Context: an optimization exercise on an open-source flow, tuned for small area. The choices shown serve that exercise and are no tape-out recipe.
The RTL was checked by simulation tests, not by an equivalence proof against the original design.

<file path="run.sh">
#!/bin/bash
# synth_recipe.tcl (not shown) runs the flow's synth.tcl, then flattens the netlist and writes it again
# the make line also repeats each setting of config.mk as NAME=value (left out here)
make -C /OpenROAD-flow-scripts/flow DESIGN_CONFIG=/design/flow/config.mk WORK_HOME=/design/flow/orfs CLKGATE_MAP_FILE= SYNTH_SCRIPT=/design/flow/synth_recipe.tcl finish
</file>
<file path="config.mk">
export PLATFORM = sky130hd
export DESIGN_NAME = AHBL_dwarfRV32
export DESIGN_NICKNAME = AHBL_dwarfRV32
export VERILOG_FILES = /design/flow/design.v
export SDC_FILE = /design/flow/constraint.sdc
export NUM_CORES = 4
export LEC_CHECK = 0
export CAP_MARGIN = 20
export CORE_MARGIN = 2
export CORE_UTILIZATION = 40
export SLEW_MARGIN = 20
</file>
<file path="constraint.sdc">
create_clock -name core_clock -period 11.0 [get_ports {HCLK}]
set_input_delay 2.2000 -clock core_clock [delete_from_list [all_inputs] [get_ports {HCLK}]]
set_output_delay 2.2000 -clock core_clock [all_outputs]
set_load 0.01 [all_outputs]
</file>
<file path="design.v">
module rv32_imm_gen (
    input [31:0] inst,
    output reg [31:0] imm
);
    always @(*) begin
        case (inst[6:2])
            5'b01_000  : imm = { {21{inst[31]}}, inst[30:25], inst[11:8], inst[7] };
            5'b01_101,
            5'b00_101  : imm = { inst[31:12], 12'b0 };
            5'b11_011    : imm = { {12{inst[31]}}, inst[19:12], inst[20], inst[30:21], 1'b0 };
            5'b11_000 : imm = { {20{inst[31]}}, inst[7], inst[30:25], inst[11:8], 1'b0 };
            default        : imm = { {21{inst[31]}}, inst[30:20] };
        endcase
    end
endmodule
module rv32_alu (
    input  [31:0] a, b,
    input  [4:0]  opcode,
    input  [2:0]  func3,
    input         f7_5,
    output [31:0] r,
    output        cf, zf, vf, sf
);
    wire I = (opcode == 5'b00_100);
    wire R = (opcode == 5'b01_100);
    wire IorR = I | R;
    wire instr_logic = IorR & ((func3 == 3'b100) | (func3 == 3'b111) | (func3 == 3'b110));
    wire instr_shift = IorR & ((func3 == 3'b001) | (func3 == 3'b101));
    wire instr_slt   = IorR & (func3 == 3'b010);
    wire instr_sltu  = IorR & (func3 == 3'b011);
    wire instr_sub   = R & (func3 == 3'b000) & f7_5;
    wire instr_branch = (opcode == 5'b11_000);
    wire sub = instr_branch | instr_sub | instr_slt | instr_sltu;
    wire [31:0] op_b = {32{sub}} ^ b;
    wire [31:0] add_sub;
    assign {cf, add_sub} = a + op_b + {31'b0, sub};
    wire [31:0] and_or_xor = (func3[1:0] == 2'b11) ? (a & b) :
                             (func3[1:0] == 2'b10) ? (a | b) : (a ^ b);
    wire [4:0] sha = b[4:0];
    wire [31:0] shift = func3[2] ? (f7_5 ? $signed($signed(a) >>> sha) : (a >> sha)) :
                                   (a << sha);
    assign zf = (add_sub == 32'b0);
    assign sf = add_sub[31];
    assign vf = a[31] ^ op_b[31] ^ add_sub[31] ^ cf;
    assign r = instr_slt  ? {31'b0, (sf != vf)} :
               instr_sltu ? {31'b0, ~cf} :
               instr_logic ? and_or_xor :
               instr_shift ? shift : add_sub;
endmodule
module rv32_core (
    input clk, rst,
    output [31:0] bdi, baddr,
    output bwr,
    output [1:0] bsz,
    input [31:0] bdo,
    input brdy,
    input [15:0] INT,
    output hold
);
    reg        cyc, rst_state;
    reg [31:0] IR;
    reg [31:0] IR1r;             
    reg        sq;               
    reg        ret2;             
    reg [31:0] R1, R2, PC1, PC, ePC;
    reg [1:0]  Rlo;
    reg        CF, ZF, VF, SF, TMRIF, ISRMode;
    reg [31:0] Cycle, Timer, Instret, UIE;
    reg [3:0]  UCause;
    wire [31:0] IR1 = sq ? 32'h13 : IR1r;
    wire [15:0] IRQenINT = INT & UIE[18:3];
    wire IRQ = |IRQenINT;
    reg [3:0] IRQnum;
    integer k;
    always @(*) begin
        IRQnum = 4'd0;
        for (k = 1; k < 16; k = k + 1)
            if (IRQenINT[k]) IRQnum = k;
    end
    wire gie = UIE[0], tie = UIE[1], eie = UIE[2];
    wire [4:0] op0 = IR[6:2];
    wire [4:0] op1 = IR1[6:2];
    wire br0 = op0 == 5'b11_000, jalr0 = op0 == 5'b11_001;
    wire alui0 = op0 == 5'b00_100, alur0 = op0 == 5'b01_100;
    wire load0 = op0 == 5'b00_000, store0 = op0 == 5'b01_000;
    wire cust0 = op0 == 5'b10_001, sys0 = op0 == 5'b11_100;
    wire br1 = op1 == 5'b11_000, jal1 = op1 == 5'b11_011, jalr1 = op1 == 5'b11_001;
    wire alui1 = op1 == 5'b00_100, alur1 = op1 == 5'b01_100;
    wire load1 = op1 == 5'b00_000, store1 = op1 == 5'b01_000;
    wire lui1 = op1 == 5'b01_101, auipc1 = op1 == 5'b00_101;
    wire cust1 = op1 == 5'b10_001, sys1 = op1 == 5'b11_100;
    wire alu1 = alui1 | alur1;
    wire [2:0] f3_1 = IR1[14:12];
    wire [4:0] rd1 = IR1[11:7];
    wire [4:0] rs1_0 = IR[19:15], rs2_0 = IR[24:20];
    wire ecall0  = IR == 32'h00000073;
    wire ebreak0 = IR == 32'h00100073;
    wire uret0   = IR == 32'h00200073;
    wire wfi1    = IR1 == 32'h10500073;
    wire ecall1  = IR1 == 32'h00000073;
    reg taken;
    always @(*)
        case (f3_1)
            3'b000: taken = ZF;
            3'b001: taken = ~ZF;
            3'b100: taken = SF != VF;
            3'b101: taken = SF == VF;
            3'b110: taken = ~CF;
            3'b111: taken = CF;
            default: taken = 1'b0;
        endcase
    wire pc_s1 = jalr1;
    wire pc_s2 = (br1 & taken) | jal1;
    wire reliable = ~(pc_s1 | pc_s2);
    wire intf = ~ISRMode & ((reliable & (ecall0 | ebreak0)) | (IRQ & eie) | (TMRIF & tie)) & gie;
    wire wfi_hold = ~intf & wfi1;
    assign hold = wfi_hold | ecall1 | ~brdy;
    wire r1_ld = cyc & (alui0 | alur0 | br0 | load0 | store0 | jalr0 | cust0 | sys0);
    wire r2_ld = cyc & (alui0 | alur0 | br0 | store0 | cust0);
    wire fwd_cls = alu1 | load1 | lui1 | auipc1 | cust1 | sys1;
    wire r1_src = (rd1 == rs1_0) & fwd_cls & (rs1_0 != 5'b0);
    wire r2_src = (rd1 == rs2_0) & fwd_cls & (rs2_0 != 5'b0);
    wire wr_cls = alu1 | jal1 | jalr1 | lui1 | load1 | auipc1 | sys1;
    wire [11:0] csr1 = IR1[31:20];
    wire csrrw1  = sys1 & (f3_1 == 3'b001);
    wire csrrci1 = sys1 & (f3_1 == 3'b111);
    wire ld_cycle = csrrw1 & (csr1 == 12'hc00);
    wire c_cycle  = csrrci1 & (csr1 == 12'hc00);
    wire ld_time  = csrrw1 & (csr1 == 12'hc01);
    wire c_time   = csrrci1 & (csr1 == 12'hc01);
    wire ld_uie   = csrrw1 & (csr1 == 12'h004);
    wire c_uie    = csrrci1 & (csr1 == 12'h004);
    wire [4:0] uimm = IR1[19:15];
    wire [31:0] I1;
    rv32_imm_gen IMMG (.inst(IR1r), .imm(I1));
    wire [31:0] alu_a = auipc1 ? PC1 : R1;
    wire [31:0] alu_b = (alui1 | load1 | store1 | jalr1 | auipc1 | lui1) ? I1 : R2;
    wire [31:0] alu_r;
    wire alu_cf, alu_zf, alu_vf, alu_sf;
    rv32_alu ALU (.a(alu_a), .b(alu_b), .opcode(op1), .func3(f3_1), .f7_5(IR1[30]),
                  .r(alu_r), .cf(alu_cf), .zf(alu_zf), .vf(alu_vf), .sf(alu_sf));
    reg [31:0] disi, ext_bdo;
    always @(*) begin
        case (Rlo)
            2'b00: disi = bdo;
            2'b01: disi = bdo >> 8;
            2'b10: disi = bdo >> 16;
            default: disi = bdo >> 24;
        endcase
        case (f3_1[1:0])
            2'b00: ext_bdo = {{24{~f3_1[2] & disi[7]}}, disi[7:0]};
            2'b01: ext_bdo = {{16{~f3_1[2] & disi[15]}}, disi[15:0]};
            default: ext_bdo = disi;
        endcase
    end
    wire [31:0] cntr = IR1[21] ? (IR1[26] ? {28'd0, UCause} : Instret) :
                                 (IR1[22] ? UIE : (IR1[20] ? Timer : Cycle));
    wire [31:0] RESMux = load1 ? ext_bdo :
                         lui1  ? I1 :
                         (jal1 | jalr1) ? PC :
                         sys1  ? cntr : alu_r;
    wire [31:0] RS1, RS2;
    wire rf_we = cyc & ~hold & wr_cls & (rd1 != 5'd0);
    regFile RF (.clk(clk), .rst(rst), .cyc(cyc),
                .we(rf_we), .wa(rd1), .wd(RESMux),
                .ra_pre(bdo[19:15]), .ra2(rs2_0),
                .rs1_q(RS1), .rs2_d(RS2));
    wire [4:0] vec = IRQ ? {1'b1, IRQnum} : TMRIF ? 5'd12 : ebreak0 ? 5'd8 : 5'd4;
    wire [31:0] pc_adder = (pc_s2 ? I1 : 32'd4) + (pc_s2 ? PC1 : PC);
    wire [31:0] nPC = pc_s1 ? alu_r : pc_adder;
    wire [31:0] PC_w = rst_state ? 32'd0 :
                       (uret0 & reliable) ? ePC :
                       intf ? {25'd0, vec, 2'd0} : nPC;
    wire ld_epc = intf & cyc & ~hold;
    always @(posedge clk or posedge rst)
        if (rst) PC <= 32'b0;
        else if (cyc & ~hold) PC <= PC_w;
    always @(posedge clk or posedge rst)
        if (rst) ePC <= 32'b0;
        else if (ld_epc) ePC <= ((ecall0 | ebreak0) | ~reliable) ? nPC : PC;
    always @(posedge clk or posedge rst)
        if (rst) cyc <= 1'b1;
        else if (~hold) cyc <= ~cyc;
    always @(posedge clk or posedge rst)
        if (rst) rst_state <= 1'b1;
        else rst_state <= 1'b0;
    always @(posedge clk or posedge rst)
        if (rst) TMRIF <= 1'b0;
        else if (Timer == 32'd1) TMRIF <= 1'b1;
        else if (ld_time & cyc) TMRIF <= 1'b0;
    always @(posedge clk or posedge rst)
        if (rst) ISRMode <= 1'b0;
        else if (intf & cyc) ISRMode <= 1'b1;
        else if (uret0) ISRMode <= 1'b0;
    always @(posedge clk or posedge rst)
        if (rst) IR <= 32'h13;
        else if (~cyc) IR <= hold ? 32'h13 : bdo;
    wire squash = ~reliable | (intf & ~ecall0);
    always @(posedge clk or posedge rst)
        if (rst) begin
            IR1r <= 32'h13;
            sq <= 1'b0;
        end else if (cyc) begin
            if (~hold) IR1r <= IR;
            if (squash) sq <= 1'b1;
            else if (~hold) sq <= 1'b0;
        end
    always @(posedge clk or posedge rst)
        if (rst) ret2 <= 1'b0;
        else if (cyc) ret2 <= IR1 != 32'h13;
    always @(posedge clk or posedge rst)
        if (rst) PC1 <= 32'b0;
        else if (cyc & ~hold) PC1 <= PC;
    always @(posedge clk or posedge rst)
        if (rst) R1 <= 32'b0;
        else if (r1_ld & ~hold) R1 <= r1_src ? RESMux : RS1;
    always @(posedge clk or posedge rst)
        if (rst) R2 <= 32'b0;
        else if (r2_ld & ~hold) R2 <= r2_src ? RESMux : RS2;
    always @(posedge clk or posedge rst)
        if (rst) Rlo <= 2'b0;
        else if (~cyc) Rlo <= alu_r[1:0];
    always @(posedge clk or posedge rst)
        if (rst) begin
            CF <= 1'b0; ZF <= 1'b0; VF <= 1'b0; SF <= 1'b0;
        end else if (~cyc & (alu1 | br1)) begin
            CF <= alu_cf; ZF <= alu_zf; VF <= alu_vf; SF <= alu_sf;
        end
    always @(posedge clk or posedge rst)
        if (rst) Timer <= 32'd0;
        else if (ld_time && cyc) Timer <= R1;
        else if (c_time && cyc) Timer <= Timer & {27'h7ffffff, ~uimm};
        else if (Timer != 32'b0) Timer <= Timer - 32'b1;
    always @(posedge clk or posedge rst)
        if (rst) Cycle <= 32'd0;
        else if (ld_cycle && cyc) Cycle <= R1;
        else if (c_cycle && cyc) Cycle <= Cycle & {27'h7ffffff, ~uimm};
        else Cycle <= Cycle + 32'b1;
    always @(posedge clk or posedge rst)
        if (rst) Instret <= 32'd0;
        else if (ret2 & ~cyc) Instret <= Instret + 32'b1;
    always @(posedge clk or posedge rst)
        if (rst) UIE <= 32'd0;
        else if (ld_uie && cyc) UIE <= R1;
        else if (c_uie && cyc) UIE <= UIE & {27'h7ffffff, ~uimm};
    always @(posedge clk or posedge rst)
        if (rst) UCause <= 4'd0;
        else UCause <= IRQnum;
    assign baddr = cyc ? PC_w : ((load1 | store1) ? alu_r : 32'h00440044);
    assign bsz = cyc ? 2'b10 : f3_1[1:0];
    assign bwr = ~cyc & store1;
    assign bdi = (Rlo == 2'b01) ? {R2[23:0],  8'd0} :
                 (Rlo == 2'b10) ? {R2[15:0], 16'd0} :
                 (Rlo == 2'b11) ? {R2[7:0],  24'd0} : R2;
endmodule
module regFile(
    input clk, rst,
    input cyc,
    input we,
    input [4:0] wa,
    input [31:0] wd,
    input [4:0] ra_pre,      
    input [4:0] ra2,         
    output reg [31:0] rs1_q,
    output [31:0] rs2_d
);
    reg [31:0] RF [1:31];
    reg [31:1] valid;
    wire [4:0] pa = cyc ? ra2 : ra_pre;
    reg [31:0] pout;
    integer i;
    always @(*) begin
        pout = 32'd0;
        for (i = 1; i < 32; i = i + 1)
            pout = pout | ({32{valid[i] & (pa == i)}} & RF[i]);
    end
    assign rs2_d = pout;
    genvar g;
    generate
        for (g = 1; g < 32; g = g + 1) begin : w
            wire sel = we && (wa == g);
            always @(posedge clk or posedge rst)
                if (rst) valid[g] <= 1'b0;
                else if (sel) valid[g] <= 1'b1;
            always @(posedge clk)
                if (sel) RF[g] <= wd;
        end
    endgenerate
    always @(posedge clk or posedge rst)
        if (rst) rs1_q <= 32'd0;
        else if (~cyc) rs1_q <= pout;
endmodule
module AHBL_dwarfRV32 (
    input HCLK,
    input HRESETn,
    input [31:0]    HRDATA,
    input           HREADY,
    input           HRESP,                 
    output [31:0]   HADDR,
    output [2:0]    HSIZE,
    output [2:0]    HBURST,
    output [3:0]    HPROT,
    output          HMASTLOCK,
    output [1:0]    HTRANS,
    output [31:0]   HWDATA,
    output          HWRITE,
    input  [15:0] INT,
    output simdone
);
    wire [1:0] bsz;
    rv32_core CPU (
        .clk(HCLK), .rst(~HRESETn),
        .bdi(HWDATA), .bdo(HRDATA), .baddr(HADDR), .bsz(bsz), .bwr(HWRITE),
        .brdy(HREADY),
        .INT(INT),
        .hold(simdone)
    );
    assign HTRANS = 2'b01;
    assign HSIZE = {1'b0, bsz};
    assign HBURST = 3'b000;
    assign HPROT = 4'b0000;
    assign HMASTLOCK = 1'b0;
endmodule
</file>
==> qor.log, run 1 <==
INFO  global_routing grt_util_all_layers=0.365
INFO  final_layout   finish.cell_count_without_fillers=9221
INFO  yosys          yosysTopAreaCell=edfxtp_1
INFO  timing         totalNegativeSetupSlack=0ns
INFO  worst_setup_path critPathArrivalTime=8.34ns
INFO  drt            drc_errors=0
INFO  worst_setup_path endpoint_kind_of_the_worst_setup_timing_path=output pin
INFO  floorplan      die-width=429um
INFO  drt            firstDrtPassIters=9
INFO  place          placedCellCount=8944
INFO  drt            first_iter_violations=9254
INFO  yosys          synth_cell_type_count=113
INFO  timing         finalSetupViolCount=0
INFO  yosys          synth_warnings=4
INFO  cts            clk_path_buf_depth=3
INFO  timing         final.period_utilization=0.958
INFO  cts            h_tree_depth_reported_by_cts=4
INFO  global_routing grt_pass1_vias=57.9k
INFO  place          numPortBuffers=118
INFO  drt            avgRoutedWirePerCell=37.4um
INFO  timing         fin_hold_viols=0
INFO  timing         finalMaxSlewViolations=0
INFO  cts            insertion_delay=0.82ns
INFO  floorplan      core_area=179000squm
INFO  yosys          area_contributors_post_synth=edfxtp_1 (41%), dfrtp_1 (15%), nand2_1 (4.1%)
INFO  global_routing overflow=0
INFO  global_routing antenna_violations_before_repair=24
INFO  min_path       holdCritPathClass=flop to flop
INFO  final_layout   nNetsFinal=6925
INFO  timing         rsz_0062_raised_after_global_routing=false
INFO  drt            wl=345000um
INFO  drt            route.antenna.remaining_nets=0
INFO  worst_setup_path crit_type=flop to output pin
INFO  floorplan      ioPinCount=131
INFO  cts            cts_num_sinks=1423
INFO  cts            ctsResizeCount=0
INFO  yosys          post_synth_most_frequent_cells=edfxtp_1 (992), nand2_1 (780), o21ai_0 (429)
INFO  floorplan      full_die_area=184000squm
INFO  worst_setup_path critPathRequiredTime=8.80ns
INFO  timing         timing.slew.headroom=0.146
INFO  floorplan      initial_core_utilization=0.404
INFO  yosys          post-synth-top-count-cell=edfxtp_1
INFO  cts            cts.hold.buffers_added=0
INFO  worst_setup_path path_cells=nand4b_2 -> a41o_1 -> buf_4 -> a21oi_1 -> xor2_1 -> ha_1 -> a21o_1 -> a21o_1 -> a21oi_1 -> o22a_1 -> o41a_1 -> a21o_1 -> and3_1 -> o31ai_1 -> a21oi_1 -> o21ai_0 -> o221ai_1 -> clkdlybuf4s50_1
INFO  cts            ctsRootBufferMaster=clkbuf_16
INFO  outcome        status=complete, no violations
INFO  cts            path_clk_slew=0.06ns
INFO  yosys          synth_cells=6686
INFO  timing         worst-slew-pin-transition=1.27ns
INFO  floorplan      num_rows=155
INFO  global_routing largest_net_degree_at_the_start_of_global_routing=131
INFO  worst_setup_path start_kind=flop
INFO  yosys          number_of_enable_flip_flop_cells_after_synthesis=992
INFO  cts            post_cts_buffers=0
INFO  yosys          syn_area=72200squm
INFO  worst_setup_path critical_path.max_fanout=29
INFO  place          globalplace.congestion=1.07
INFO  yosys          ys_seq_elements=1423
INFO  timing         fin_skew=0.0652ns
INFO  global_routing grt_first_pass_wirelength=472000um
INFO  timing         post-route-min-period=10.54ns
INFO  place          place.detailed.hpwl=227000um
INFO  yosys          async_flop_share=0.303
INFO  yosys          yosysSeqAreaShare=0.562
INFO  worst_setup_path crit_path_top_delay_cell=dfrtp_1
INFO  drt            route.detailed.vias_per_inst=6.75
INFO  drt            routed-via-count=62.3k
INFO  timing         max_clock_freq=94.9MHz
INFO  cts            cts_buffers=148
INFO  floorplan      fp.dieH=429um
INFO  final_layout   areaGrowthSynthToFinish=13.1%
INFO  final_layout   n_fill_cell=16.6k
INFO  worst_setup_path max_stage_delay=0.89ns
INFO  final_layout   post_route_cells_drive_above_1_share=0.110
INFO  yosys          synth_top_flop_cell=edfxtp_1
INFO  job            max_cap_viol_count=0
INFO  cts            tritoncts=built
INFO  yosys          post_synth.cell_area_avg=10.8squm
INFO  yosys          synth.top_cell.area_share=0.413
## worst paths after layout
check	to	depth (start not counted)	slack, ns	startpoint
worst max-delay path	HADDR[15]	18	0.46	CPU.IR1r[2]
worst min-delay path	CPU.RF.valid[7]	1	0.46	CPU.RF.valid[7]
worst max register to register	CPU.RF.RF[4][18]	19	2.48	CPU.IR1r[2]
worst min register to register	CPU.RF.valid[7]	1	0.46	CPU.RF.valid[7]
max in group asynchronous	CPU.UCause[1]	3	7.20	HRESETn
min in group asynchronous	CPU.ePC[14]	1	1.49	HRESETn
## worst max-delay path, delay by kind of cell (launching register included)
family,cells,cell delay (ns)
AOI/OAI and AO/OA,12,4.46
adders and majority gates,1,0.44
buffers and inverters,2,0.95
DFF,1,0.89
and+or+nand+nor,2,0.59
xor gates and xnor gates,1,0.18
## through the flow
step,hold slack [ns],setup slack [ns],utilization,area [sq um]
after floorplan,0.424,3.32,-,72200
after global placement,0.437,1.66,0.430,76800
after detailed placement,0.446,1.64,0.430,76900
after CTS,0.460,0.776,0.456,81600
after global routing,0.469,0.0272,0.456,81600
final,0.457,0.465,0.457,81600
## flip-flops by register name, summed over array words and instances, names as in the netlist, 2 cells and up
name          cells
CPU.UIE          32
CPU.IR1r         32
CPU.UCause        4
CPU.Cycle        32
CPU.R2           32
CPU.R1           32
CPU.PC           32
CPU.ePC          32
CPU.Instret      32
CPU.IR           32
CPU.Timer        32
CPU.Rlo           2
CPU.RF.rs1_q     32
CPU.PC1          32
CPU.RF.valid     31
CPU.RF.RF       992
## per-layer routing
layer,vias to the layer above,GRT usage,share of wire,routed length [um]
met1,31400,0.455,0.37,128000
met3,1072,0.0871,0.10,35100
met5,-,0.00312,0.00042,144
met4,16,0.262,0.087,29900
li1,25700,-,-,-
met2,4098,0.556,0.44,152000
## layout by cell type (no fill, tap or decap), drive strengths merged, types with 25 or more instances in the layout
cell | Yosys | layout
a221o | 25 | 25
mux2i | 115 | 115
xnor2 | 71 | 71
nor4 | 44 | 44
clkinv | 2 | 57
clkdlybuf4s50 | 0 | 117
o21ai | 439 | 439
or3 | 40 | 40
a222oi | 39 | 39
mux2 | 74 | 74
a31oi | 64 | 64
a211oi | 79 | 79
nor3 | 171 | 171
o31ai | 49 | 49
or4 | 29 | 29
xor2 | 52 | 52
dfrtp | 423 | 423
and3 | 122 | 122
o221ai | 32 | 32
inv | 124 | 131
buf | 93 | 269
a22o | 103 | 103
o311ai | 25 | 25
nand2 | 782 | 782
a221oi | 107 | 107
and2 | 30 | 30
or2 | 51 | 51
nand2b | 32 | 32
nor2b | 52 | 52
ha | 131 | 131
nand3 | 199 | 199
nor2 | 422 | 422
edfxtp | 992 | 992
clkbuf | 400 | 195
a21oi | 395 | 395
nand4 | 83 | 83
o211ai | 86 | 86
a21o | 72 | 72
a22oi | 326 | 326
## cells by family (layout without fill, tap and decap cells)
| family | Yosys count | in the layout | share of synthesized area |
|---|---|---|---|
| AOI/OAI and AO/OA | 2076 | 2076 | 0.197 |
| DFF | 1423 | 1423 | 0.562 |
| adders and majority gates | 133 | 133 | 0.0233 |
| other | 2 | 25 | 0.000104 |
| buffers and inverters | 619 | 776 | 0.0339 |
| xor gates and xnor gates | 124 | 124 | 0.0152 |
| muxes | 192 | 192 | 0.0291 |
| and+or+nand+nor | 2117 | 2117 | 0.139 |
## cell type report
class / instances / area, sq um / area share
Sequential cell: 1423 / 40600 / 0.497
Multi-Input combinational cell: 4655 / 29700 / 0.364
Clock buffer: 195 / 3980 / 0.0488
Timing Repair Buffer: 386 / 3210 / 0.0394
Tap cell: 2355 / 2950 / 0.0361
Clock inverter: 69 / 713 / 0.00874
Inverter: 126 / 473 / 0.00579
Antenna cell: 12 / 30.0 / 0.000368
==> inputs of run 2 (changes only) <==
--- a/design.v
+++ b/design.v
@@ -18,6 +18,7 @@
     input  [4:0]  opcode,
     input  [2:0]  func3,
     input         f7_5,
+    input         tgt,           
     output [31:0] r,
     output        cf, zf, vf, sf
 );
@@ -30,15 +31,24 @@
     wire instr_sltu  = IorR & (func3 == 3'b011);
     wire instr_sub   = R & (func3 == 3'b000) & f7_5;
     wire instr_branch = (opcode == 5'b11_000);
-    wire sub = instr_branch | instr_sub | instr_slt | instr_sltu;
+    wire sub = (instr_branch & ~tgt) | instr_sub | instr_slt | instr_sltu;
     wire [31:0] op_b = {32{sub}} ^ b;
     wire [31:0] add_sub;
     assign {cf, add_sub} = a + op_b + {31'b0, sub};
     wire [31:0] and_or_xor = (func3[1:0] == 2'b11) ? (a & b) :
                              (func3[1:0] == 2'b10) ? (a | b) : (a ^ b);
     wire [4:0] sha = b[4:0];
-    wire [31:0] shift = func3[2] ? (f7_5 ? $signed($signed(a) >>> sha) : (a >> sha)) :
-                                   (a << sha);
+    reg  [31:0] a_rev, sr_rev;
+    integer j;
+    always @(*)
+        for (j = 0; j < 32; j = j + 1) a_rev[j] = a[31 - j];
+    wire [31:0] sh_in = func3[2] ? a : a_rev;
+    wire fill = func3[2] & f7_5 & a[31];
+    wire [63:0] sh_ext = {{32{fill}}, sh_in} >> sha;
+    wire [31:0] sr = sh_ext[31:0];
+    always @(*)
+        for (j = 0; j < 32; j = j + 1) sr_rev[j] = sr[31 - j];
+    wire [31:0] shift = func3[2] ? sr : sr_rev;
     assign zf = (add_sub == 32'b0);
     assign sf = add_sub[31];
     assign vf = a[31] ^ op_b[31] ^ add_sub[31] ^ cf;
@@ -133,11 +143,12 @@
     wire [4:0] uimm = IR1[19:15];
     wire [31:0] I1;
     rv32_imm_gen IMMG (.inst(IR1r), .imm(I1));
-    wire [31:0] alu_a = auipc1 ? PC1 : R1;
-    wire [31:0] alu_b = (alui1 | load1 | store1 | jalr1 | auipc1 | lui1) ? I1 : R2;
+    wire tgt = cyc & (br1 | jal1);
+    wire [31:0] alu_a = (auipc1 | tgt) ? PC1 : R1;
+    wire [31:0] alu_b = (alui1 | load1 | store1 | jalr1 | auipc1 | lui1 | tgt) ? I1 : R2;
     wire [31:0] alu_r;
     wire alu_cf, alu_zf, alu_vf, alu_sf;
-    rv32_alu ALU (.a(alu_a), .b(alu_b), .opcode(op1), .func3(f3_1), .f7_5(IR1[30]),
+    rv32_alu ALU (.a(alu_a), .b(alu_b), .opcode(op1), .func3(f3_1), .f7_5(IR1[30]), .tgt(tgt),
                   .r(alu_r), .cf(alu_cf), .zf(alu_zf), .vf(alu_vf), .sf(alu_sf));
     reg [31:0] disi, ext_bdo;
     always @(*) begin
@@ -166,8 +177,8 @@
                 .ra_pre(bdo[19:15]), .ra2(rs2_0),
                 .rs1_q(RS1), .rs2_d(RS2));
     wire [4:0] vec = IRQ ? {1'b1, IRQnum} : TMRIF ? 5'd12 : ebreak0 ? 5'd8 : 5'd4;
-    wire [31:0] pc_adder = (pc_s2 ? I1 : 32'd4) + (pc_s2 ? PC1 : PC);
-    wire [31:0] nPC = pc_s1 ? alu_r : pc_adder;
+    wire [31:0] pc_inc = {PC[31:2] + 30'd1, PC[1:0]};
+    wire [31:0] nPC = reliable ? pc_inc : alu_r;
     wire [31:0] PC_w = rst_state ? 32'd0 :
                        (uret0 & reliable) ? ePC :
                        intf ? {25'd0, vec, 2'd0} : nPC;
@@ -208,12 +219,10 @@
     always @(posedge clk or posedge rst)
         if (rst) ret2 <= 1'b0;
         else if (cyc) ret2 <= IR1 != 32'h13;
-    always @(posedge clk or posedge rst)
-        if (rst) PC1 <= 32'b0;
-        else if (cyc & ~hold) PC1 <= PC;
-    always @(posedge clk or posedge rst)
-        if (rst) R1 <= 32'b0;
-        else if (r1_ld & ~hold) R1 <= r1_src ? RESMux : RS1;
+    always @(posedge clk)
+        if (cyc & ~hold) PC1 <= PC;
+    always @(posedge clk)
+        if (r1_ld & ~hold) R1 <= r1_src ? RESMux : RS1;
     always @(posedge clk or posedge rst)
         if (rst) R2 <= 32'b0;
         else if (r2_ld & ~hold) R2 <= r2_src ? RESMux : RS2;
--- a/config.mk
+++ b/config.mk
@@ -5,7 +5,8 @@
 export SDC_FILE = /design/flow/constraint.sdc
 export NUM_CORES = 4
 export LEC_CHECK = 0
-export CAP_MARGIN = 20
+export CAP_MARGIN = 0
 export CORE_MARGIN = 2
-export CORE_UTILIZATION = 40
-export SLEW_MARGIN = 20
+export CORE_UTILIZATION = 55
+export CTS_BUF_LIST = sky130_fd_sc_hd__clkbuf_4 sky130_fd_sc_hd__clkbuf_8
+export SLEW_MARGIN = 0
==> run 2 against run 1 <==
  * The flow now stops in synthesis (1_2_yosys)
==> qor.log, run 2 <==
INFO  outcome        failing_step=synthesis (1_2_yosys)
INFO  outcome        status=did not finish
INFO  yosys          synth_warnings=5
INFO  outcome        tool.error=ERROR: ABC failed with status F
==> inputs of run 3 (changes only) <==
==> config.mk (replaced) <==
export PLATFORM = sky130hd
export DESIGN_NAME = AHBL_dwarfRV32
export DESIGN_NICKNAME = AHBL_dwarfRV32
export VERILOG_FILES = /design/flow/design.v
export SDC_FILE = /design/flow/constraint.sdc
export NUM_CORES = 4
export LEC_CHECK = 0
export CAP_MARGIN = 20
export CORE_MARGIN = 2
export CORE_UTILIZATION = 40
export SLEW_MARGIN = 20
==> run 3 against run 2 <==
  * The flow again stops in synthesis (1_2_yosys)
==> qor.log, run 3 <==
INFO  outcome        failing_step=synthesis (1_2_yosys)
INFO  outcome        status=did not finish
INFO  yosys          synth_warnings=5
INFO  outcome        tool.error=ERROR: ABC failed with status F
==> inputs of run 4 (changes only) <==
--- a/design.v
+++ b/design.v
@@ -1,18 +1,3 @@
-module rv32_imm_gen (
-    input [31:0] inst,
-    output reg [31:0] imm
-);
-    always @(*) begin
-        case (inst[6:2])
-            5'b01_000  : imm = { {21{inst[31]}}, inst[30:25], inst[11:8], inst[7] };
-            5'b01_101,
-            5'b00_101  : imm = { inst[31:12], 12'b0 };
-            5'b11_011    : imm = { {12{inst[31]}}, inst[19:12], inst[20], inst[30:21], 1'b0 };
-            5'b11_000 : imm = { {20{inst[31]}}, inst[7], inst[30:25], inst[11:8], 1'b0 };
-            default        : imm = { {21{inst[31]}}, inst[30:20] };
-        endcase
-    end
-endmodule
 module rv32_alu (
     input  [31:0] a, b,
     input  [4:0]  opcode,
@@ -141,11 +126,30 @@
     wire ld_uie   = csrrw1 & (csr1 == 12'h004);
     wire c_uie    = csrrci1 & (csr1 == 12'h004);
     wire [4:0] uimm = IR1[19:15];
-    wire [31:0] I1;
-    rv32_imm_gen IMMG (.inst(IR1r), .imm(I1));
-    wire tgt = cyc & (br1 | jal1);
-    wire [31:0] alu_a = (auipc1 | tgt) ? PC1 : R1;
-    wire [31:0] alu_b = (alui1 | load1 | store1 | jalr1 | auipc1 | lui1 | tgt) ? I1 : R2;
+    reg fS, fU, fJ, fB;          
+    reg bsrc_r, asrc_r, brjal_r;
+    wire [4:0] opI = IR[6:2];
+    always @(posedge clk or posedge rst)
+        if (rst) begin
+            fS <= 1'b0; fU <= 1'b0; fJ <= 1'b0; fB <= 1'b0;
+            bsrc_r <= 1'b1; asrc_r <= 1'b0; brjal_r <= 1'b0;
+        end else if (cyc & ~hold) begin
+            fS <= opI == 5'b01_000;
+            fU <= (opI == 5'b01_101) | (opI == 5'b00_101);
+            fJ <= opI == 5'b11_011;
+            fB <= opI == 5'b11_000;
+            bsrc_r <= alui0 | load0 | store0 | jalr0 | (opI == 5'b00_101) | (opI == 5'b01_101);
+            asrc_r <= opI == 5'b00_101;
+            brjal_r <= br0 | (opI == 5'b11_011);
+        end
+    wire [31:0] I1 = fS ? { {21{IR1r[31]}}, IR1r[30:25], IR1r[11:8], IR1r[7] } :
+                     fU ? { IR1r[31:12], 12'b0 } :
+                     fJ ? { {12{IR1r[31]}}, IR1r[19:12], IR1r[20], IR1r[30:21], 1'b0 } :
+                     fB ? { {20{IR1r[31]}}, IR1r[7], IR1r[30:25], IR1r[11:8], 1'b0 } :
+                          { {21{IR1r[31]}}, IR1r[30:20] };
+    wire tgt = cyc & ~sq & brjal_r;
+    wire [31:0] alu_a = ((~sq & asrc_r) | tgt) ? PC1 : R1;
+    wire [31:0] alu_b = (sq | bsrc_r | tgt) ? I1 : R2;
     wire [31:0] alu_r;
     wire alu_cf, alu_zf, alu_vf, alu_sf;
     rv32_alu ALU (.a(alu_a), .b(alu_b), .opcode(op1), .func3(f3_1), .f7_5(IR1[30]), .tgt(tgt),
==> run 4 against run 3 <==
  * The run now finishes clean
==> qor.log, run 4 <==
INFO  worst_setup_path r2r_slack=2.71ns
INFO  timing         timing.slew.headroom=0.0553
INFO  timing         totalNegativeSetupSlack=0ns
INFO  drt            wl=311000um
INFO  yosys          synth.top_cell.area_share=0.452
INFO  worst_setup_path critPathArrivalTime=8.19ns
INFO  drt            firstDrtPassIters=7
INFO  yosys          yosys.area_share.adder=0.0181
INFO  cts            cts_num_sinks=1430
INFO  yosys          post_synth.cell_area_avg=11.2squm
INFO  drt            routed-via-count=57.5k
INFO  worst_setup_path crit_type=flop to output pin
INFO  yosys          number_of_enable_flip_flop_cells_after_synthesis=1056
INFO  worst_setup_path max_stage_delay=1.00ns
INFO  final_layout   nNetsFinal=6407
INFO  cts            path_clk_slew=0.07ns
INFO  timing         post-route-min-period=10.39ns
INFO  global_routing overflow=0
INFO  yosys          async_flop_share=0.262
INFO  drt            route.detailed.vias_per_inst=6.61
INFO  outcome        status=complete, no violations
INFO  yosys          area_contributors_post_synth=edfxtp_1 (45%), dfrtp_1 (13%), nand2_1 (3.6%)
INFO  worst_setup_path timing.critical_path.mode_cell=mux2i_1
INFO  worst_setup_path crit_path_top_delay_cell=dfstp_4
INFO  cts            insertion_delay=0.81ns
INFO  min_path       holdCritPathClass=flop to flop
INFO  timing         max_clock_freq=96.2MHz
INFO  place          numPortBuffers=118
INFO  floorplan      initial_core_utilization=0.403
INFO  place          post-place-ws=1.70ns
INFO  final_layout   post_route_cells_drive_above_1_share=0.112
INFO  yosys          post-synth-top-count-cell=edfxtp_1
INFO  global_routing largest_net_degree_at_the_start_of_global_routing=88
INFO  yosys          synth_top_flop_cell=edfxtp_1
INFO  worst_setup_path critical_path.max_fanout=40
INFO  yosys          synth.mux.area_fraction=0.0359
INFO  worst_setup_path endpoint_kind_of_the_worst_setup_timing_path=output pin
INFO  cts            h_tree_depth_reported_by_cts=4
INFO  drt            avgRoutedWirePerCell=35.7um
INFO  cts            tritoncts=built
INFO  yosys          synth_cell_type_count=97
INFO  floorplan      ioPinCount=131
INFO  yosys          synth_warnings=4
INFO  final_layout   commonest_non_fill_non_tap_cell_in_the_layout=edfxtp_1
INFO  timing         worst-slew-pin-transition=1.42ns
INFO  timing         finalSetupViolCount=0
INFO  floorplan      die-width=423um
INFO  place          place.detailed.hpwl=198000um
INFO  yosys          synth_compound_area_frac=0.182
INFO  final_layout   top_library_cells_by_usage_in_the_layout_fill_and_taps_aside=edfxtp_1 (1056), nand2_1 (657), nor2_1 (394)
INFO  final_layout   largest_register=CPU.RF.RF
INFO  global_routing grt_util_all_layers=0.338
INFO  timing         fin_hold_viols=0
INFO  floorplan      core_area=174000squm
INFO  floorplan      fp.dieH=423um
INFO  min_path       min-delay-start=CPU.RF.valid[5]
INFO  final_layout   n_fill_cell=16.0k
INFO  timing         final.period_utilization=0.945
INFO  worst_setup_path critPathRequiredTime=8.80ns
INFO  worst_setup_path path_cells=a21o_1 -> nand2_2 -> mux2i_1 -> inv_1 -> ha_1 -> and2_1 -> o2111a_1 -> o221ai_1 -> o211ai_1 -> nand3_1 -> a21oi_1 -> mux2i_1 -> nand2_1 -> o41ai_1 -> a22oi_1 -> o21ai_0 -> clkdlybuf4s50_1
INFO  timing         finalMaxSlewViolations=0
INFO  final_layout   multiInputGateArea=27300squm
INFO  cts            ctsRootBufferMaster=clkbuf_16
INFO  min_path       hold-path-cell-count=1
INFO  floorplan      num_rows=153
INFO  yosys          yosysTopAreaCell=edfxtp_1
INFO  cts            clk_path_buf_depth=3
INFO  worst_setup_path start_kind=flop
INFO  timing         fin_skew=0.0593ns
INFO  yosys          synth_cells=6236
INFO  drt            drc_errors=0
INFO  global_routing grt_first_pass_wirelength=427000um
INFO  cts            cts.hold.buffers_added=0
INFO  worst_setup_path r2r.worst_path.cells=17
INFO  global_routing grt_pass1_vias=52.8k
INFO  global_routing antenna_violations_before_repair=19
INFO  yosys          ys_seq_elements=1430
INFO  final_layout   seq_area=41100squm
INFO  yosys          synth_simple_gate_area_share=0.125
INFO  place          globalplace.congestion=1.05
INFO  yosys          synth_top_family_by_area=compound AO/OA/AOI/OAI gates
INFO  cts            ctsResizeCount=0
INFO  worst_setup_path capture_point_of_the_worst_reg_to_reg_path=CPU.RF.RF[11][24]
INFO  cts            post_cts_buffers=0
INFO  final_layout   largest_register_ff_count=992
INFO  yosys          syn_area=70100squm
INFO  cts            cts_buffers=152
INFO  drt            route.antenna.remaining_nets=0
INFO  floorplan      full_die_area=179000squm
INFO  final_layout   areaGrowthSynthToFinish=13.8%
INFO  yosys          synth_xor_xnor_area_share=0.0192
INFO  timing         rsz_0062_raised_after_global_routing=false
INFO  timing         post-route-worst-setup-slack=0.607ns
INFO  yosys          post_synth_most_frequent_cells=edfxtp_1 (1056), nand2_1 (664), nor2_1 (432)
INFO  worst_setup_path worst_r2r_startpoint=CPU.cyc
INFO  yosys          yosysSeqAreaShare=0.586
INFO  drt            first_iter_violations=8626
INFO  job            max_cap_viol_count=0
INFO  min_path       worst_hold_path_ep=CPU.RF.valid[5]
[run 4: final cells by class]
type | instances | area share
clock buffers | 200 | 0.0517
clock inverters | 76 | 0.0132
well taps | 2325 | 0.0365
repair buffers | 337 | 0.0357
inverters | 125 | 0.00596
multi-input cells | 4208 | 0.342
flip-flops and latches | 1430 | 0.515
diodes | 8 | 0.000251
[run 4: logic make-up after synthesis]
kind of cell | count (synthesis)
flops | 1430
buf+inv | 608
mux | 236
other cells | 2
fa+ha+maj | 101
simple gates | 1858
compound gates | 1847
xor+xnor | 154
[run 4: worst max path at each step]
stage	startpoint	end	slack (ns)	cells past startpoint
2_1_floorplan	CPU.cyc	HADDR[24]	3.17	23
3_3_place_gp	CPU.cyc	HADDR[31]	1.74	17
3_5_place_dp	CPU.cyc	HADDR[31]	1.70	17
4_1_cts	CPU.cyc	HADDR[31]	0.83	17
5_1_grt	CPU.cyc	HADDR[31]	0.41	17
6_report	CPU.cyc	HADDR[31]	0.61	17
[run 4: critical path: cells and delay by family (launching register included)]
kind	cells	cell delay, ns
AO/OA/AOI/OAI	8	2.60
AND/OR/NAND/NOR	4	1.39
multiplexers	2	1.10
flip-flops	1	1.00
buffers and inverters	2	0.85
adder cells (fa/ha/maj)	1	0.44
[run 4: per-stage QoR]
step | util | hold WS [ns] | instances | cell area, sq um
final | 0.459 | 0.457 | 8709 | 79800
after floorplan | - | 0.423 | 6246 | 70200
after global routing | 0.459 | 0.470 | 8704 | 79800
after detailed placement | 0.428 | 0.442 | 8423 | 74500
after CTS | 0.458 | 0.457 | 8699 | 79700
after global placement | 0.428 | 0.440 | 8422 | 74500
[run 4: metal layers]
metal,global-route usage,vias to the layer above,part of all wire
met1,0.435,29000,0.37
li1,-,24000,-
met5,0,-,0.00038
met2,0.528,3670,0.45
met3,0.0641,831,0.098
met4,0.208,16,0.075
==> inputs of run 5 (changes only) <==
--- a/design.v
+++ b/design.v
@@ -1,47 +1,3 @@
-module rv32_alu (
-    input  [31:0] a, b,
-    input  [4:0]  opcode,
-    input  [2:0]  func3,
-    input         f7_5,
-    input         tgt,           
-    output [31:0] r,
-    output        cf, zf, vf, sf
-);
-    wire I = (opcode == 5'b00_100);
-    wire R = (opcode == 5'b01_100);
-    wire IorR = I | R;
-    wire instr_logic = IorR & ((func3 == 3'b100) | (func3 == 3'b111) | (func3 == 3'b110));
-    wire instr_shift = IorR & ((func3 == 3'b001) | (func3 == 3'b101));
-    wire instr_slt   = IorR & (func3 == 3'b010);
-    wire instr_sltu  = IorR & (func3 == 3'b011);
-    wire instr_sub   = R & (func3 == 3'b000) & f7_5;
-    wire instr_branch = (opcode == 5'b11_000);
-    wire sub = (instr_branch & ~tgt) | instr_sub | instr_slt | instr_sltu;
-    wire [31:0] op_b = {32{sub}} ^ b;
-    wire [31:0] add_sub;
-    assign {cf, add_sub} = a + op_b + {31'b0, sub};
-    wire [31:0] and_or_xor = (func3[1:0] == 2'b11) ? (a & b) :
-                             (func3[1:0] == 2'b10) ? (a | b) : (a ^ b);
-    wire [4:0] sha = b[4:0];
-    reg  [31:0] a_rev, sr_rev;
-    integer j;
-    always @(*)
-        for (j = 0; j < 32; j = j + 1) a_rev[j] = a[31 - j];
-    wire [31:0] sh_in = func3[2] ? a : a_rev;
-    wire fill = func3[2] & f7_5 & a[31];
-    wire [63:0] sh_ext = {{32{fill}}, sh_in} >> sha;
-    wire [31:0] sr = sh_ext[31:0];
-    always @(*)
-        for (j = 0; j < 32; j = j + 1) sr_rev[j] = sr[31 - j];
-    wire [31:0] shift = func3[2] ? sr : sr_rev;
-    assign zf = (add_sub == 32'b0);
-    assign sf = add_sub[31];
-    assign vf = a[31] ^ op_b[31] ^ add_sub[31] ^ cf;
-    assign r = instr_slt  ? {31'b0, (sf != vf)} :
-               instr_sltu ? {31'b0, ~cf} :
-               instr_logic ? and_or_xor :
-               instr_shift ? shift : add_sub;
-endmodule
 module rv32_core (
     input clk, rst,
     output [31:0] bdi, baddr,
@@ -152,8 +108,38 @@
     wire [31:0] alu_b = (sq | bsrc_r | tgt) ? I1 : R2;
     wire [31:0] alu_r;
     wire alu_cf, alu_zf, alu_vf, alu_sf;
-    rv32_alu ALU (.a(alu_a), .b(alu_b), .opcode(op1), .func3(f3_1), .f7_5(IR1[30]), .tgt(tgt),
-                  .r(alu_r), .cf(alu_cf), .zf(alu_zf), .vf(alu_vf), .sf(alu_sf));
+    wire [2:0] func3 = f3_1;
+    wire f7_5 = IR1[30];
+    wire instr_logic = alu1 & ((func3 == 3'b100) | (func3 == 3'b111) | (func3 == 3'b110));
+    wire instr_shift = alu1 & ((func3 == 3'b001) | (func3 == 3'b101));
+    wire instr_slt   = alu1 & (func3 == 3'b010);
+    wire instr_sltu  = alu1 & (func3 == 3'b011);
+    wire instr_sub   = alur1 & (func3 == 3'b000) & f7_5;
+    wire sub = (br1 & ~tgt) | instr_sub | instr_slt | instr_sltu;
+    wire [31:0] op_b = {32{sub}} ^ alu_b;
+    wire [31:0] add_sub;
+    assign {alu_cf, add_sub} = alu_a + op_b + {31'b0, sub};
+    wire [31:0] and_or_xor = (func3[1:0] == 2'b11) ? (alu_a & alu_b) :
+                             (func3[1:0] == 2'b10) ? (alu_a | alu_b) : (alu_a ^ alu_b);
+    wire [4:0] sha = alu_b[4:0];
+    reg  [31:0] a_rev, sr_rev;
+    integer j;
+    always @(*)
+        for (j = 0; j < 32; j = j + 1) a_rev[j] = alu_a[31 - j];
+    wire [31:0] sh_in = func3[2] ? alu_a : a_rev;
+    wire fill = func3[2] & f7_5 & alu_a[31];
+    wire [63:0] sh_ext = {{32{fill}}, sh_in} >> sha;
+    wire [31:0] sr = sh_ext[31:0];
+    always @(*)
+        for (j = 0; j < 32; j = j + 1) sr_rev[j] = sr[31 - j];
+    wire [31:0] shift = func3[2] ? sr : sr_rev;
+    assign alu_zf = (add_sub == 32'b0);
+    assign alu_sf = add_sub[31];
+    assign alu_vf = alu_a[31] ^ op_b[31] ^ add_sub[31] ^ alu_cf;
+    assign alu_r = instr_slt  ? {31'b0, (alu_sf != alu_vf)} :
+                   instr_sltu ? {31'b0, ~alu_cf} :
+                   instr_logic ? and_or_xor :
+                   instr_shift ? shift : add_sub;
     reg [31:0] disi, ext_bdo;
     always @(*) begin
         case (Rlo)
@@ -266,6 +252,12 @@
                  (Rlo == 2'b10) ? {R2[15:0], 16'd0} :
                  (Rlo == 2'b11) ? {R2[7:0],  24'd0} : R2;
 endmodule
+module rf_aoi222 (
+    input a1, a2, b1, b2, c1, c2,
+    output y
+);
+    assign y = ~((a1 & a2) | (b1 & b2) | (c1 & c2));
+endmodule
 module regFile(
     input clk, rst,
     input cyc,
@@ -280,28 +272,34 @@
     reg [31:0] RF [1:31];
     reg [31:1] valid;
     wire [4:0] pa = cyc ? ra2 : ra_pre;
-    reg [31:0] pout;
-    integer i;
-    always @(*) begin
-        pout = 32'd0;
-        for (i = 1; i < 32; i = i + 1)
-            pout = pout | ({32{valid[i] & (pa == i)}} & RF[i]);
-    end
-    assign rs2_d = pout;
-    genvar g;
+    wire [31:0] sel;
+    assign sel[0] = 1'b0;
+    genvar g, b;
     generate
         for (g = 1; g < 32; g = g + 1) begin : w
-            wire sel = we && (wa == g);
+            assign sel[g] = valid[g] & (pa == g);
+            wire wsel = we && (wa == g);
             always @(posedge clk or posedge rst)
                 if (rst) valid[g] <= 1'b0;
-                else if (sel) valid[g] <= 1'b1;
+                else if (wsel) valid[g] <= 1'b1;
             always @(posedge clk)
-                if (sel) RF[g] <= wd;
+                if (wsel) RF[g] <= wd;
+        end
+        for (b = 0; b < 32; b = b + 1) begin : rd
+            wire [10:0] y;
+            for (g = 0; g < 10; g = g + 1) begin : grp
+                rf_aoi222 u (.a1(sel[3*g+1]), .a2(RF[3*g+1][b]),
+                             .b1(sel[3*g+2]), .b2(RF[3*g+2][b]),
+                             .c1(sel[3*g+3]), .c2(RF[3*g+3][b]),
+                             .y(y[g]));
+            end
+            assign y[10] = ~(sel[31] & RF[31][b]);
+            assign rs2_d[b] = ~&y;
         end
     endgenerate
     always @(posedge clk or posedge rst)
         if (rst) rs1_q <= 32'd0;
-        else if (~cyc) rs1_q <= pout;
+        else if (~cyc) rs1_q <= rs2_d;
 endmodule
 module AHBL_dwarfRV32 (
     input HCLK,
--- a/config.mk
+++ b/config.mk
@@ -5,7 +5,9 @@
 export SDC_FILE = /design/flow/constraint.sdc
 export NUM_CORES = 4
 export LEC_CHECK = 0
-export CAP_MARGIN = 20
+export CAP_MARGIN = 0
 export CORE_MARGIN = 2
-export CORE_UTILIZATION = 40
-export SLEW_MARGIN = 20
+export CORE_UTILIZATION = 55
+export CTS_BUF_LIST = sky130_fd_sc_hd__clkbuf_4 sky130_fd_sc_hd__clkbuf_8
+export SLEW_MARGIN = 0
+export SYNTH_HIERARCHICAL = 1
==> run 5 against run 4 <==
  * Now fails the layout checks on capacitance limit, slew limit
  * Area after synthesis shrank 0.71%
  * Global-route usage grew 10 points
  * Hold slack is essentially flat
  * Final area shrank 2.3%
  * Cell count shrank 8.1%
  * Sequential share of layout area grew 1.2 points
  * Non-clock buffer count shrank 12
  * Critical endpoint is now HADDR[30]
==> qor.log, run 5 <==
INFO  drt            route.antenna.remaining_nets=0
INFO  timing         finalMaxSlewViolations=3
INFO  cts            clk_path_buf_depth=3
INFO  timing         fin_hold_viols=0
INFO  cts            cts.hold.buffers_added=0
INFO  yosys          post-synth-top-count-cell=edfxtp_1
INFO  cts            path_clk_slew=0.07ns
INFO  worst_setup_path critical_path.max_fanout=49
INFO  timing         max_clock_freq=92.4MHz
INFO  cts            cts_num_sinks=1430
INFO  cts            tritoncts=built
INFO  cts            ctsRootBufferMaster=clkbuf_8
INFO  global_routing antenna_violations_before_repair=17
INFO  timing         timing.slew.headroom=-0.0180
INFO  yosys          synth_compound_area_frac=0.185
INFO  place          dpl_cell_area=73400squm
INFO  final_layout   post_route_cells_drive_above_1_share=0.133
INFO  yosys          synth_top_flop_cell=edfxtp_1
INFO  yosys          synth.top_cell.area_share=0.455
INFO  final_layout   final_design_area_no_fill=78000squm
INFO  yosys          ys_seq_elements=1430
INFO  final_layout   top_library_cells_by_usage_in_the_layout_fill_and_taps_aside=edfxtp_1 (1056), nand2_1 (630), o21ai_0 (381)
INFO  final_layout   n_fill_cell=9869
INFO  yosys          syn_area=69600squm
INFO  cts            insertion_delay=1.00ns
INFO  final_layout   commonest_non_fill_non_tap_cell_in_the_layout=edfxtp_1
INFO  worst_setup_path path_cells=buf_4 -> a21oi_2 -> nor2_2 -> a21boi_0 -> inv_1 -> ha_1 -> nand4_1 -> nor3_1 -> o211a_1 -> nor2_1 -> a31oi_1 -> xnor2_1 -> nor2_1 -> a211oi_1 -> buf_4 -> and2_1 -> o21ai_0 -> clkdlybuf4s50_1
INFO  final_layout   largest_register_ff_count=992
INFO  yosys          synth_xor_xnor_area_share=0.0182
INFO  outcome        status=failed layout checks
INFO  floorplan      die-width=360um
INFO  floorplan      ioPinCount=131
INFO  timing         totalNegativeSetupSlack=0ns
INFO  timing         post-route-min-period=10.83ns
INFO  worst_setup_path endpoint_kind_of_the_worst_setup_timing_path=output pin
INFO  yosys          synth.mux.area_fraction=0.0380
INFO  final_layout   multiInputGateArea=27000squm
INFO  final_layout   nNetsFinal=6326
INFO  yosys          async_flop_share=0.262
INFO  global_routing largest_net_degree_at_the_start_of_global_routing=158
INFO  global_routing grt_pass1_vias=52.7k
INFO  final_layout   finish.cell_count_without_fillers=8007
INFO  worst_setup_path crit_type=flop to output pin
INFO  drt            wl=289000um
INFO  outcome        violated_layout_checks=capacitance limit, slew limit
INFO  drt            routed-via-count=56.7k
INFO  yosys          number_of_enable_flip_flop_cells_after_synthesis=1056
INFO  yosys          yosysSeqAreaShare=0.590
INFO  floorplan      initial_core_utilization=0.555
INFO  yosys          post_synth_most_frequent_cells=edfxtp_1 (1056), nand2_1 (631), nor2_1 (397)
INFO  yosys          yosys.area_share.adder=0.0190
INFO  yosys          yosysTopAreaCell=edfxtp_1
INFO  timing         final.period_utilization=0.984
INFO  place          place.detailed.hpwl=199000um
INFO  floorplan      fp.dieH=360um
INFO  global_routing grt_first_pass_wirelength=401000um
INFO  global_routing grt_util_all_layers=0.439
INFO  cts            cts_buffers=217
INFO  floorplan      num_rows=130
INFO  timing         worst-slew-pin-transition=1.51ns
INFO  place          numPortBuffers=118
INFO  final_layout   largest_register=CPU.RF.RF
INFO  yosys          synth_cells=5972
INFO  drt            firstDrtPassIters=9
INFO  final_layout   seq_area=41100squm
INFO  yosys          synth_top_family_by_area=compound AO/OA/AOI/OAI gates
INFO  place          placedCellCount=7600
INFO  drt            route.detailed.vias_per_inst=7.08
INFO  worst_setup_path max_stage_delay=1.26ns
INFO  timing         fin_skew=0.115ns
INFO  drt            avgRoutedWirePerCell=36.1um
INFO  cts            h_tree_depth_reported_by_cts=4
INFO  timing         finalSetupViolCount=0
INFO  worst_setup_path crit_path_top_delay_cell=a21boi_0
INFO  job            max_cap_viol_count=1
INFO  worst_setup_path start_kind=flop
INFO  drt            drc_errors=0
INFO  final_layout   areaGrowthSynthToFinish=12.0%
INFO  place          globalplace.congestion=1.05
INFO  yosys          synth_warnings=10
INFO  global_routing overflow=0
INFO  timing         rsz_0062_raised_after_global_routing=false
INFO  min_path       holdCritPathClass=flop to flop
INFO  yosys          post_synth.cell_area_avg=11.7squm
INFO  worst_setup_path critPathArrivalTime=8.63ns
INFO  floorplan      full_die_area=129000squm
INFO  drt            first_iter_violations=9435
INFO  timing         final.hold.worst_slack=0.457ns
INFO  yosys          synth_cell_type_count=107
INFO  yosys          area_contributors_post_synth=edfxtp_1 (46%), dfrtp_1 (13%), a222oi_1 (4.6%)
INFO  yosys          synth_simple_gate_area_share=0.121
INFO  worst_setup_path critPathRequiredTime=8.80ns
INFO  floorplan      core_area=126000squm
## run 5: cell count changes in the layout (fill, tap and decap cells not counted), moves of 66 or more
cell / delta
o21ai_0: +66
a22oi_1: -255
clkbuf_16: -155
clkbuf_8: +227
a22o_1: -75
nand3_1: -66
clkbuf_4: +69
a221oi_1: -91
a222oi_1: +289
## run 5: cell type report
type,instances,area share
Sequential cell,1430,0.527
Multi-Input combinational cell,4074,0.346
Clock buffer,305,0.0482
Timing Repair Buffer,325,0.0352
Tap cell,1650,0.0265
Clock inverter,90,0.0103
Inverter,121,0.00599
Antenna cell,12,0.000385
## run 5: cells by family after synthesis
logic type | after synthesis
simple gates | 1781
compound gates | 1779
flops | 1430
buf+inv | 477
mux | 252
xor+xnor | 145
fa+ha+maj | 105
other cells | 3
## run 5: layer usage
metal	GRT usage	vias to the layer above	share of wire
met3	0.101	987	0.10
met2	0.672	3983	0.45
met4	0.375	12	0.10
met1	0.526	27900	0.34
met5	0	-	0.00033
li1	-	23800	-
## run 5: final timing paths
kind | start | endpoint | slack [ns] | depth (start not counted)
max in group asynchronous | HRESETn | CPU.PC[29] | 7.74 | 4
min | CPU.RF.valid[1] | CPU.RF.valid[1] | 0.46 | 1
min reg2reg | CPU.RF.valid[1] | CPU.RF.valid[1] | 0.46 | 1
max | CPU.cyc | HADDR[30] | 0.17 | 18
max reg2reg | CPU.cyc | CPU.RF.RF[27][30] | 2.44 | 15
min in group asynchronous | HRESETn | CPU.R2[25] | 1.77 | 3
## run 5: stage by stage
step / utilization / worst slack [ns]
finish: 0.621 / 0.173
global route: 0.621 / 0.175
CTS: 0.621 / 0.505
detailed placement: 0.584 / 1.54
global placement: 0.584 / 1.55
floorplan: - / 0.209
## run 5: modules after synthesis (local to each module, per instance)
module | copies in the design | flip-flops and latches | cells | cell area [sq um]
AHBL_dwarfRV32 | 1 | 0 | 14 | 93.8
rf_aoi222 | 320 | 0 | 1 | 10.0
regFile | 1 | 1055 | 1515 | 34300
rv32_core | 1 | 375 | 4123 | 32100
## run 5: worst max-delay path: cells and delay by family, from the launching register on
kind            cells  cell delay (ns)
compound gates      6             3.06
buf+inv             4             1.64
simple gates        6             1.46
flops               1             0.62
fa+ha+maj           1             0.62
xor+xnor            1             0.23
## run 5: repair_timing
item,4_1_cts,5_1_grt
hold endpoints to repair,0,0
setup buffers,0,0
gates resized for setup,0,1
endpoints found under the setup margin,0,1

## static timing again, ports no longer ideal
No port has a modelled driver above. Below, the same layouts with a new extraction and two added sets of constraints.
Step 1 (the two cells are an assumption about what drives the block):
set clk [get_ports {HCLK}]
set_driving_cell -lib_cell sky130_fd_sc_hd__clkbuf_16 $clk
set_driving_cell -lib_cell sky130_fd_sc_hd__buf_2 [delete_from_list [all_inputs] $clk]
Step 2 also shifts input and output timing later by t, the mid clock arrival at the registers, as if the neighbouring blocks saw the same clock.
Slacks: ideal ports / drivers / drivers and shift; pairs: ideal ports / drivers.
run | t (ns) | setup slack, ns | worst data-port slew with drivers (ns) | pins driven straight from the clock port
run 1 | 0.869 | 0.465 / 0.380 / 1.249 | 0.05 | 1
run 4 | 0.859 | 0.607 / 0.523 / 1.382 | 0.05 | 1
run 5 | 1.017 | 0.173 / 0.093 / 1.110 | 0.06 | 1
